This design comes from an exercise in tuning for small area on the open sky130 flow, not from production work.
Only simulation tests tie the RTL to the original design; equivalence was not proved.
Power is estimated from default activity; no workload was simulated.

Design tlb_16, start of the top module:
module tlb_16(
    input clk,
    input rst,
    input   [18:0]  s0_vpn2,
    input           s0_odd_page,
    input   [ 7:0]  s0_asid,
    output          s0_found,
    output  [ 3:0]  s0_index,
    output  [19:0]  s0_pfn,
    output  [ 2:0]  s0_c,
    output          s0_d,
    output          s0_v,
    input   [18:0]  s1_vpn2,
    input           s1_odd_page,
    input   [ 7:0]  s1_asid,
    output          s1_found,
    output  [ 3:0]  s1_index,
    output  [19:0]  s1_pfn,
    output  [ 2:0]  s1_c,
    output          s1_d,
    output          s1_v,   
    input           we, 
    input   [ 3:0]  w_index,
    input   [18:0]  w_vpn2,
    input   [ 7:0]  w_asid,
    input           w_g,
    input   [19:0]  w_pfn0,
    input   [ 2:0]  w_c0,
    input           w_d0,
    input           w_v0,
    input   [19:0]  w_pfn1,
    input   [ 2:0]  w_c1,
    input           w_d1,
    input           w_v1,
    input   [ 3:0]  r_index,
    output  [18:0]  r_vpn2,
    output  [ 7:0]  r_asid,
    output          r_g,
    output  [19:0]  r_pfn0,
    output  [ 2:0]  r_c0,
    output          r_d0,
    output          r_v0,  
    output  [19:0]  r_pfn1,
    output  [ 2:0]  r_c1,
    output          r_d1,
    output          r_v1
);
Size in the first run: about 5800 cells after synthesis, ~1200 flip-flops, about 57000 sq um of cells after synthesis.
export LEC_CHECK = 0
export CAP_MARGIN = 20
export CORE_MARGIN = 2
export CORE_UTILIZATION = 40
export SLEW_MARGIN = 30
export SYNTH_HIERARCHICAL = 1
export SYNTH_MINIMUM_KEEP_SIZE = 0
create_clock -name core_clock -period 10.0 [get_ports {clk}]
standard.sh (not shown) runs the stock make flow with config.mk's settings and CLKGATE_MAP_FILE= SYNTH_SCRIPT=/design/flow/synth_recipe.tcl, a recipe that flattens the netlist after the stock synthesis.
==> flow/flow/run.sh <==
#!/bin/bash
# The standard layout, with two changes to how it is built:
#  - port buffers use the smallest buffer (buf_1) instead of the default pick;
#  - clock tree synthesis uses clkbuf_8 leaf clusters of at most 10 sinks
#    within 60 um, and inserts no dummy loads.
# The full make output goes to flow_make.log in this folder; ORFS's own
# per-step logs are under orfs/logs/.
set -euo pipefail
bash standard.sh \
  BUFFER_PORTS_ARGS="-buffer_cell sky130_fd_sc_hd__buf_1" \
  CTS_ARGS="-sink_clustering_enable -repair_clock_nets -dont_use_dummy_load -buf_list sky130_fd_sc_hd__clkbuf_8 -sink_clustering_size 10 -sink_clustering_max_diameter 60" \
  finish > flow_make.log 2>&1
The first run finished clean.
Next try:
--- a/flow/flow/run.sh
+++ b/flow/flow/run.sh
@@ -4,2 +4,2 @@
-#  - clock tree synthesis uses clkbuf_8 leaf clusters of at most 10 sinks
-#    within 60 um, and inserts no dummy loads.
+#  - clock tree synthesis uses clkbuf_16 leaf clusters of at most 24 sinks
+#    within 100 um, and inserts no dummy loads.
@@ -11 +11 @@
-  CTS_ARGS="-sink_clustering_enable -repair_clock_nets -dont_use_dummy_load -buf_list sky130_fd_sc_hd__clkbuf_8 -sink_clustering_size 10 -sink_clustering_max_diameter 60" \
+  CTS_ARGS="-sink_clustering_enable -repair_clock_nets -dont_use_dummy_load -buf_list sky130_fd_sc_hd__clkbuf_16 -sink_clustering_size 24 -sink_clustering_max_diameter 100" \
After rerunning:
- power went down by 4.0%
- area after synthesis does not change
- clock skew does not change
- sequential share of layout area went up by 0.38 points
- clock power went down by 14%
- non-clock buffer count went down by 1
- sequential power is about the same
Next try:
--- a/flow/flow/run.sh
+++ b/flow/flow/run.sh
@@ -4,2 +4,2 @@
-#  - clock tree synthesis uses clkbuf_16 leaf clusters of at most 24 sinks
-#    within 100 um, and inserts no dummy loads.
+#  - clock tree synthesis uses clkbuf_8 leaf clusters of at most 12 sinks
+#    within 60 um, and inserts no dummy loads.
@@ -11 +11 @@
-  CTS_ARGS="-sink_clustering_enable -repair_clock_nets -dont_use_dummy_load -buf_list sky130_fd_sc_hd__clkbuf_16 -sink_clustering_size 24 -sink_clustering_max_diameter 100" \
+  CTS_ARGS="-sink_clustering_enable -repair_clock_nets -dont_use_dummy_load -buf_list sky130_fd_sc_hd__clkbuf_8 -sink_clustering_size 12 -sink_clustering_max_diameter 60" \
What happened: Setup slack degrades by 0.10 ns. Sequential share of layout area decreases by 0.22 points. Cell area went up by 0.56%. Die area is unchanged.

## static timing again, ports no longer ideal
How much do the figures lean on ideal ports? The routed layouts below were timed once more, with nothing changed but the port constraints. Step 1, drivers: a clkbuf_16 drives clk and a buf_2 each remaining input, both assumed. Step 2, shift: input delay + t, output delay - t, t = (earliest + latest rising clock arrival at the registers) / 2. This alone moves slack from input paths to output paths. Slacks: no drivers / after step 1 / after step 2; pairs: no drivers / after step 1.
run | shift t [ns] | setup slack, ns | worst setup path after step 2 | latest minus earliest clock arrival (ns) | worst slew at a driven data input, ns
the first run | 0.992 | 0.703 / 0.670 / 0.670 | input to output | 0.093 / 0.093 | 0.25
the second run | 0.829 | 0.775 / 0.715 / 0.715 | input to output | 0.114 / 0.114 | 0.25
the third run | 0.974 | 0.674 / 0.642 / 0.642 | input to output | 0.082 / 0.081 | 0.25
After both steps setup and hold are still met in every run listed. The setup slack of the second run, which loses most, moves by -0.060 ns with the drivers and by -0.060 ns with both steps.
